This is an optimization exercise on Yosys and OpenROAD, whose aim is small area, a short achievable clock period and few clock cycles per item, not a production implementation. In this exercise RTL edits were held to simulation tests only and were not proved equivalent to the original. The clock port is modelled as an ideal driver, which makes a skipped or thinned clock tree look cheaper than it is; a real chip needs a root buffer or a tree. Power and IR drop assume default switching activity.

Design automaton, start of the top module:
module automaton(
    input               clk,
    input               rst,
    input      [31:0]   rule,
    output reg [5:0]    row,
    output reg [5:0]    col,
    output reg          world_we,
    input               world_in,
    output reg          world_out,
    output reg          update_done);
    reg [127:0] sr;         
    reg         c0, c1;     
    reg         we_d;       
    reg         first;      
    reg         d1, d2;     
    wire        is_read = ~world_we;
    wire mN = (row == 6'd1);                
    wire mS = (row == 6'd0);                
    wire mW = (col == 6'd0);
    wire mE = (col == 6'd63);
    wire supp = first & mS;                 
    wire bN = sr[127] & ~mN;
    wire bW = sr[64]  & ~mW;
    wire bC = sr[63];
    wire bE = sr[62]  & ~mE;
    wire r0 = rule[{bN, bW, bC, bE, 1'b0}];
    wire r1 = rule[{bN, bW, bC, bE, 1'b1}];
    wire ch      = sr[0] ? c1 : c0;
    wire do_wr   = ~we_d & ch;
    wire [11:0] cur = {row, col};
    reg  [11:0] nxt;
    always @* begin
        if (is_read)
            nxt = do_wr ? cur - 12'd65 : cur + 12'd1;
        else if (~we_d)
            nxt = do_wr ? cur + 12'd1 : cur + 12'd66;
        else
            nxt = cur + 12'd65;
    end
    always @(posedge clk) begin
        if (is_read)
            sr <= {sr[126:0], world_in};
        c0 <= ~supp & (r0 ^ bC);
        c1 <= ~supp & ((mS ? r0 : r1) ^ bC);
        world_out <= ~sr[64];
        if (rst) begin
            row <= 6'd0;
            col <= 6'd0;
            world_we <= 1'b0;
            we_d <= 1'b1;
            first <= 1'b1;
            d1 <= 1'b0;
            d2 <= 1'b0;
            update_done <= 1'b0;
        end else begin
            {row, col} <= nxt;
            world_we <= do_wr;
            we_d <= world_we;
            first <= first & mS;
            d1 <= is_read & ~first & (cur == 12'd63);
            d2 <= d1;
            update_done <= d2;
        end
    end
endmodule
Size: roughly 360 cells after synthesis, roughly 150 flip-flops, roughly 50 I/O pins, about 5600 sq um of cells after synthesis.
Settings: LEC_CHECK=0, CAP_MARGIN=20, CORE_MARGIN=2, CORE_UTILIZATION=60, GPL_ROUTABILITY_DRIVEN=1, GPL_TIMING_DRIVEN=1, PLACE_DENSITY=0.7, SLEW_MARGIN=20; clock period 10.0 ns.
standard.sh (not shown) runs the stock make flow with config.mk's settings and CLKGATE_MAP_FILE= SYNTH_SCRIPT=/design/flow/synth_recipe.tcl, a recipe that flattens the netlist after the stock synthesis.
==> flow/flow/run.sh <==
#!/bin/bash
set -euo pipefail
bash standard.sh SETUP_SLACK_MARGIN=7.3  finish > standard.log 2>&1
The starting point ran to the end with no violations.
Testbench counts at the start, summed over its fixed seeds: cycles 2,305,733, generations 384.
Next try:
==> flow/run.sh (new file) <==
#!/bin/bash
# synth_recipe.tcl (not shown) runs the flow's synth.tcl, then flattens the netlist and writes it again
# the make line also repeats each setting of config.mk as NAME=value (left out here)
make -C /OpenROAD-flow-scripts/flow DESIGN_CONFIG=/design/flow/config.mk WORK_HOME=/design/flow/orfs CLKGATE_MAP_FILE= SYNTH_SCRIPT=/design/flow/synth_recipe.tcl finish
- CORE_UTILIZATION: 60 -> 20
- PLACE_DENSITY: 0.7 -> 0.3
removed: flow/flow/run.sh
removed: flow/standard.sh
Routed wire length went up by 15%.
Total power fell by 0.37%.
Utilization fell by 50 points.
Sequential cell count does not change.
Setup slack gets worse by 0.78 ns.
Next try:
==> flow/flow/run.sh (new file) <==
#!/bin/bash
set -euo pipefail
bash standard.sh SETUP_SLACK_MARGIN=7.3 finish > standard.log 2>&1
==> flow/standard.sh (new file) <==
#!/bin/bash
# synth_recipe.tcl (not shown) runs the flow's synth.tcl, then flattens the netlist and writes it again
# the make line also repeats each setting of config.mk as NAME=value (left out here)
make -C /OpenROAD-flow-scripts/flow DESIGN_CONFIG=/design/flow/config.mk WORK_HOME=/design/flow/orfs CLKGATE_MAP_FILE= SYNTH_SCRIPT=/design/flow/synth_recipe.tcl "${@:-finish}"
removed: flow/run.sh
Wire length goes up by 5.1%.
Setup slack gains 0.88 ns.
Final cell count rises by 1.9%.
Total power went up by 3.7%.
Sequential power stays flat.
Global-route usage climbs by 0.21 points.
Combinational power came out higher by 27%.
Sequential share of layout area drops by 1.5 points.
Core utilization rose by 0.94 points.
Next try:
==> flow/flow/run.sh (replaced) <==
#!/bin/bash
set -euo pipefail
bash standard.sh SETUP_SLACK_MARGIN=7.3 BUFFER_PORTS_ARGS="-buffer_cell sky130_fd_sc_hd__buf_1" finish > standard.log 2>&1
Outcome: The changed run went through all stages and came out clean. Maximum frequency stays flat. Critical path depth is unchanged. Setup slack gets worse by 0.0050 ns.

========
automaton, a different RTL version from the one above (not shown whole).
Size: ~360 cells after synthesis, roughly 100 flip-flops, roughly 50 I/O pins, roughly 4400 um2 of cells after synthesis.
==> flow/design.v (excerpt) <==
module automaton(
    input               clk,
    input               rst,
    input      [31:0]   rule,
    output reg [5:0]    row,
    output reg [5:0]    col,
    output reg          world_we,
    input               world_in,
    output reg          world_out,
    output reg          update_done);
==> flow/config.mk <==
export PLATFORM = sky130hd
export DESIGN_NAME = automaton
export DESIGN_NICKNAME = automaton
export VERILOG_FILES = /design/flow/design.v
export SDC_FILE = /design/flow/constraint.sdc
export NUM_CORES = 8
export LEC_CHECK = 0
export ABC_AREA = 1
export CAP_MARGIN = 20
export CORE_MARGIN = 2
export CORE_UTILIZATION = 50
export GPL_ROUTABILITY_DRIVEN = 1
export GPL_TIMING_DRIVEN = 1
export PLACE_DENSITY = 0.6
export SLEW_MARGIN = 20
export SYNTH_HIERARCHICAL = 1
==> flow/constraint.sdc <==
create_clock -name core_clock -period 10.0 [get_ports {clk}]
set_input_delay 2.0000 -clock core_clock [delete_from_list [all_inputs] [get_ports {clk}]]
set_output_delay 2.0000 -clock core_clock [all_outputs]
set_load 0.01 [all_outputs]
==> flow/flow/run.sh <==
#!/bin/bash
set -euo pipefail
bash standard.sh SYNTH_SCRIPT=$(pwd)/flow/synth_own.tcl SETUP_SLACK_MARGIN=7.25 BUFFER_PORTS_ARGS="-buffer_cell sky130_fd_sc_hd__buf_1" PRE_CTS_TCL=$(pwd)/flow/own_cts.tcl  finish > standard.log 2>&1
==> flow/flow/abc_own.script <==
strash
dch
map -a
mfs2
strash
dch
map -a
topo
stime -c
buffer -c
upsize -c
dnsize -c
==> flow/flow/own_cts.tcl <==
# Own clock tree, sourced as PRE_CTS_TCL. The clock port drives 4 clock
# buffers directly, and each buffer drives the clock pins of one group of
# flip-flops. With OWN_CTS_INV1 and OWN_CTS_INV2 set, each buffer is instead a
# pair of inverters: the port drives the first, the first drives only the
# second, and the second drives the group. The groups come from two cuts of
# the placed flip-flops: one across x or y, then one across each half the
# other way. The cut positions are searched so that the group with the
# largest estimated load (pin capacitance plus the wire of a minimum spanning
# tree) is as light as it can be. Every flip-flop is the same number of stages
# from the clock port.
# The tree is built in place of TritonCTS, that is after the CTS step's
# repair_clock_inverters (which would otherwise copy the inverters next to
# every flip-flop); the rest of the CTS step (legalisation, repair_timing)
# runs as usual.

# estimated load of a group in fF: 1.8 fF per clock pin, 0.12 fF per um of
# the minimum spanning tree over the pins (Prim)
proc own_cts_cost {pts} {
  set n [llength $pts]
  if {$n == 0} { return 0 }
  set xs [lmap p $pts {lindex $p 0}]
  set ys [lmap p $pts {lindex $p 1}]
  set in [lrepeat $n 0]
  set d [lrepeat $n 1e18]
  lset d 0 0
  set tot 0.0
  for {set k 0} {$k < $n} {incr k} {
    set best -1; set bd 1e18
    for {set i 0} {$i < $n} {incr i} {
      if {![lindex $in $i] && [lindex $d $i] < $bd} { set bd [lindex $d $i]; set best $i }
    }
    lset in $best 1
    set tot [expr {$tot + $bd}]
    set bx [lindex $xs $best]; set by [lindex $ys $best]
    for {set i 0} {$i < $n} {incr i} {
      if {![lindex $in $i]} {
        set dd [expr {abs([lindex $xs $i] - $bx) + abs([lindex $ys $i] - $by)}]
        if {$dd < [lindex $d $i]} { lset d $i $dd }
      }
    }
  }
  return [expr {1.8 * $n + 0.12 * $tot}]
}

# cut a list of {x y iterm} at fraction f along axis (0: x, 1: y)
proc own_cts_cut {pts axis f} {
  set pts [lsort -real -index $axis $pts]
  set k [expr {int(round([llength $pts] * $f))}]
  return [list [lrange $pts 0 [expr {$k - 1}]] [lrange $pts $k end]]
}

proc own_cts_build {} {
  set db [ord::get_db]
  set block [ord::get_db_block]
  set bufcell sky130_fd_sc_hd__clkbuf_16
  if {[info exists ::env(OWN_CTS_BUF)]} { set bufcell $::env(OWN_CTS_BUF) }
  set master [$db findMaster $bufcell]
  set inv1 ""
  if {[info exists ::env(OWN_CTS_INV1)] && [info exists ::env(OWN_CTS_INV2)]} {
    set inv1 [$db findMaster $::env(OWN_CTS_INV1)]
    set inv2 [$db findMaster $::env(OWN_CTS_INV2)]
  }
  set clknet [$block findNet clk]
  set dbu [$block getDbUnitsPerMicron]

  set sinks {}
  foreach it [$clknet getITerms] {
    set bb [[$it getInst] getBBox]
    set x [expr {([$bb xMin] + [$bb xMax]) / 2.0 / $dbu}]
    set y [expr {([$bb yMin] + [$bb yMax]) / 2.0 / $dbu}]
    lappend sinks [list $x $y $it]
  }
  puts "own_cts: [llength $sinks] clock sinks"

  set fracs {0.38 0.40 0.42 0.44 0.46 0.48 0.50 0.52 0.54 0.56 0.58 0.60 0.62}
  set best {}
  set bestcost 1e18
  foreach axis {0 1} {
    foreach f1 $fracs {
      set sub {}
      set worst 0
      foreach h [own_cts_cut $sinks $axis $f1] {
        set hb {}; set hc 1e18
        foreach f2 $fracs {
          set q [own_cts_cut $h [expr {1 - $axis}] $f2]
          set c [expr {max([own_cts_cost [lindex $q 0]], [own_cts_cost [lindex $q 1]])}]
          if {$c < $hc} { set hc $c; set hb $q }
        }
        lappend sub {*}$hb
        set worst [expr {max($worst, $hc)}]
      }
      if {$worst < $bestcost} { set bestcost $worst; set best $sub }
    }
  }
  puts "own_cts: worst estimated group load [format %.1f $bestcost] fF"

  set i 0
  foreach g $best {
    set sx 0.0; set sy 0.0
    foreach p $g { set sx [expr {$sx + [lindex $p 0]}]; set sy [expr {$sy + [lindex $p 1]}] }
    set cx [expr {int($sx / [llength $g] * $dbu)}]
    set cy [expr {int($sy / [llength $g] * $dbu)}]
    set net [odb::dbNet_create $block "clknet_own_$i"]
    $net setSigType CLOCK
    if {$inv1 eq ""} {
      set inst [odb::dbInst_create $block $master "clkbuf_own_$i"]
      [$inst findITerm A] connect $clknet
      [$inst findITerm X] connect $net
      set placed [list $inst]
    } else {
      set a [odb::dbInst_create $block $inv1 "clkinv_own_a$i"]
      set b [odb::dbInst_create $block $inv2 "clkinv_own_b$i"]
      set mid [odb::dbNet_create $block "clknet_own_m$i"]
      $mid setSigType CLOCK
      [$a findITerm A] connect $clknet
      [$a findITerm Y] connect $mid
      [$b findITerm A] connect $mid
      [$b findITerm Y] connect $net
      set placed [list $b $a]
    }
    foreach p $g {
      set it [lindex $p 2]
      $it disconnect
      $it connect $net
    }
    set dx 0
    foreach inst $placed {
      $inst setLocation [expr {$cx + $dx}] $cy
      $inst setPlacementStatus PLACED
      set dx [expr {$dx + [[$inst getMaster] getWidth]}]
    }
    puts "own_cts: group $i at ($cx, $cy): [llength $g] sinks, estimated [format %.1f [own_cts_cost $g]] fF"
    incr i
  }
}

rename clock_tree_synthesis tritoncts_unused
proc clock_tree_synthesis {args} {
  own_cts_build
  puts "own_cts: clock tree built by own_cts.tcl, TritonCTS skipped"
  set_propagated_clock [all_clocks]
}
==> flow/flow/synth_own.tcl <==
# The standard synthesis script (synth_recipe.tcl), with one change: ABC
# maps the top module with abc_own.script (beside this file: map -a and mfs2,
# for area) and the two small modules that carry the late inputs (rule and
# world_in) with ORFS's own script. Registers, their names and their cell
# types are the standard synthesis's.
set own_abc_script [file normalize [file join [file dirname [info script]] abc_own.script]]
proc synth {args} { yosys synth -nofsm -noshare {*}$args }
proc abc {args} {
  set i [lsearch -exact $args -script]
  if {$i < 0} { yosys abc {*}$args; return }
  set late {automaton_pick}
  set own $args
  lset own [expr {$i + 1}] $::own_abc_script
  yosys abc {*}$own automaton automaton_rule
  yosys abc {*}$args {*}$late
}
source $::env(SCRIPTS_DIR)/synth.tcl
# left out here: clear keep_hierarchy, flatten, clean up, hide names made inside functions, write 1_2_yosys.v
Testbench counts at the start, summed over its fixed seeds: cycles 2,499,633, generations 384.
==> next run, changes <==
==> flow/flow/run.sh (replaced) <==
#!/bin/bash
set -euo pipefail
bash standard.sh SETUP_SLACK_MARGIN=7.2 BUFFER_PORTS_ARGS="-buffer_cell sky130_fd_sc_hd__buf_1" PRE_CTS_TCL=$(pwd)/flow/own_cts.tcl  finish > standard.log 2>&1
removed: flow/flow/abc_own.script
removed: flow/flow/synth_own.tcl
Setup slack gets worse by 0.039 ns.
Worst hold slack stays flat.
Power is lower slightly.
Clock power stays flat.
Global-route usage went down by 0.62 points.
==> next run, changes <==
==> flow/flow/run.sh (replaced) <==
#!/bin/bash
set -euo pipefail
bash standard.sh SYNTH_SCRIPT=$(pwd)/flow/synth_own.tcl SETUP_SLACK_MARGIN=7.2 BUFFER_PORTS_ARGS="-buffer_cell sky130_fd_sc_hd__buf_1" PRE_CTS_TCL=$(pwd)/flow/own_cts.tcl  finish > standard.log 2>&1
==> flow/flow/abc_own.script (new file) <==
strash
dch
map -a
mfs2
strash
dch
map -a
topo
stime -c
buffer -c
upsize -c
dnsize -c
==> flow/flow/synth_own.tcl (new file) <==
# The standard synthesis script (synth_recipe.tcl), with one change: ABC
# maps the top module with abc_own.script (beside this file: map -a and mfs2,
# for area) and the two small modules that carry the late inputs (rule and
# world_in) with ORFS's own script. Registers, their names and their cell
# types are the standard synthesis's.
set own_abc_script [file normalize [file join [file dirname [info script]] abc_own.script]]
proc synth {args} { yosys synth -nofsm -noshare {*}$args }
proc abc {args} {
  set i [lsearch -exact $args -script]
  if {$i < 0} { yosys abc {*}$args; return }
  set late {automaton_pick}
  set own $args
  lset own [expr {$i + 1}] $::own_abc_script
  yosys abc {*}$own automaton automaton_rule
  yosys abc {*}$args {*}$late
}
source $::env(SCRIPTS_DIR)/synth.tcl
# left out here: clear keep_hierarchy, flatten, clean up, hide names made inside functions, write 1_2_yosys.v
The new run passed the timing, DRC and antenna checks.
Worst setup slack is worse by 0.0084 ns.
Via count fell by a few percent.
Sequential power went up slightly.
Synthesized cell count fell by roughly a tenth.
Sequential share of layout area goes up by 1.4 points.
Routed wire length went up slightly.
==> next run, changes <==
==> flow/flow/run.sh (replaced) <==
#!/bin/bash
set -euo pipefail
bash standard.sh SYNTH_SCRIPT=$(pwd)/flow/synth_own.tcl SETUP_SLACK_MARGIN=7.3 BUFFER_PORTS_ARGS="-buffer_cell sky130_fd_sc_hd__buf_1" PRE_CTS_TCL=$(pwd)/flow/own_cts.tcl OWN_OUTBUF=sky130_fd_sc_hd__buf_2 finish > standard.log 2>&1
--- a/flow/flow/own_cts.tcl
+++ b/flow/flow/own_cts.tcl
@@ -136,0 +137,18 @@
+# With OWN_OUTBUF set, the port buffers of the outputs (which start as buf_1,
+# like those of the inputs) are swapped for that buffer before the tree is
+# built; the CTS step's legalisation places them.
+proc own_outbuf {} {
+  if {![info exists ::env(OWN_OUTBUF)]} { return }
+  set block [ord::get_db_block]
+  set master [[ord::get_db] findMaster $::env(OWN_OUTBUF)]
+  foreach bt [$block getBTerms] {
+    if {[$bt getIoType] ne "OUTPUT"} { continue }
+    set drv [[$bt getNet] getFirstOutput]
+    if {$drv eq "NULL" || $drv eq ""} { continue }
+    set inst [$drv getInst]
+    if {[string match "*buf_1" [[$inst getMaster] getName]]} {
+      $inst swapMaster $master
+    }
+  }
+}
+
@@ -138,0 +157 @@
+  own_outbuf
Result:
- The new run went through all stages and came out clean
- via count stays flat
- power grows by a few percent
- fmax grows by a few percent
- setup slack gains 0.087 ns
- routed wire length grows by a few percent
- design area grows by a few percent
==> next run, changes <==
==> flow/flow/run.sh (replaced) <==
#!/bin/bash
set -euo pipefail
bash standard.sh SYNTH_SCRIPT=$(pwd)/flow/synth_own.tcl SETUP_SLACK_MARGIN=7.25 BUFFER_PORTS_ARGS="-buffer_cell sky130_fd_sc_hd__buf_1" PRE_CTS_TCL=$(pwd)/flow/own_cts.tcl OWN_OUTBUF=sky130_fd_sc_hd__buf_2 finish > standard.log 2>&1
=> Area after synthesis is unchanged; total power is lower by about 1.6%; worst setup slack gets worse by 0.035 ns; clock skew hardly moves; utilization is lower by 0.86 points.
In every run of this note, the design's own scripts or RTL, not TritonCTS, make the clock network.

-- what the ideal ports hide --
The flow's constraints put no driver on any port. The routed layouts listed below were extracted and timed again, unchanged, in two steps.
Step 1 sets driving cells, clkbuf_16 on the clock port and buf_2 on the other inputs (assumed; they add their load-dependent delay and slew).
Step 2 also shifts input and output timing later by t, the mid clock arrival at the registers, as if the neighbouring blocks saw the same clock.
Slacks: no drivers / after step 1 / after step 2; pairs: no drivers / after step 1.
run	t, ns	setup slack, ns	latest minus earliest clock arrival (ns)	worst slew at a driven data input, ns	pins driven straight from the clock port
the first run of note 1	0.542	7.008 / 6.978 / 6.646	0.009 / 0.009	0.05	1
the second run of note 1	0.454	6.226 / 6.183 / 6.183	0.018 / 0.018	0.04	1
the third run of note 1	0.459	7.107 / 7.064 / 6.672	0.018 / 0.018	0.06	1
the fourth run of note 1	0.459	7.102 / 7.058 / 6.693	0.021 / 0.022	0.03	1
the first run of note 2	0.237	7.279 / 7.197 / 7.187	0.012 / 0.012	0.04	4
the second run of note 2	0.230	7.240 / 7.166 / 7.134	0.007 / 0.008	0.04	4
the third run of note 2	0.234	7.232 / 7.153 / 7.105	0.008 / 0.008	0.03	4
the fourth run of note 2	0.239	7.319 / 7.238 / 7.155	0.010 / 0.009	0.05	4
the fifth run of note 2	0.235	7.284 / 7.203 / 7.194	0.011 / 0.011	0.04	4
After both steps setup and hold are still met in every run listed. The setup slack of the third run of note 1, which loses most, moves by -0.043 ns with the drivers and by -0.435 ns with both steps.
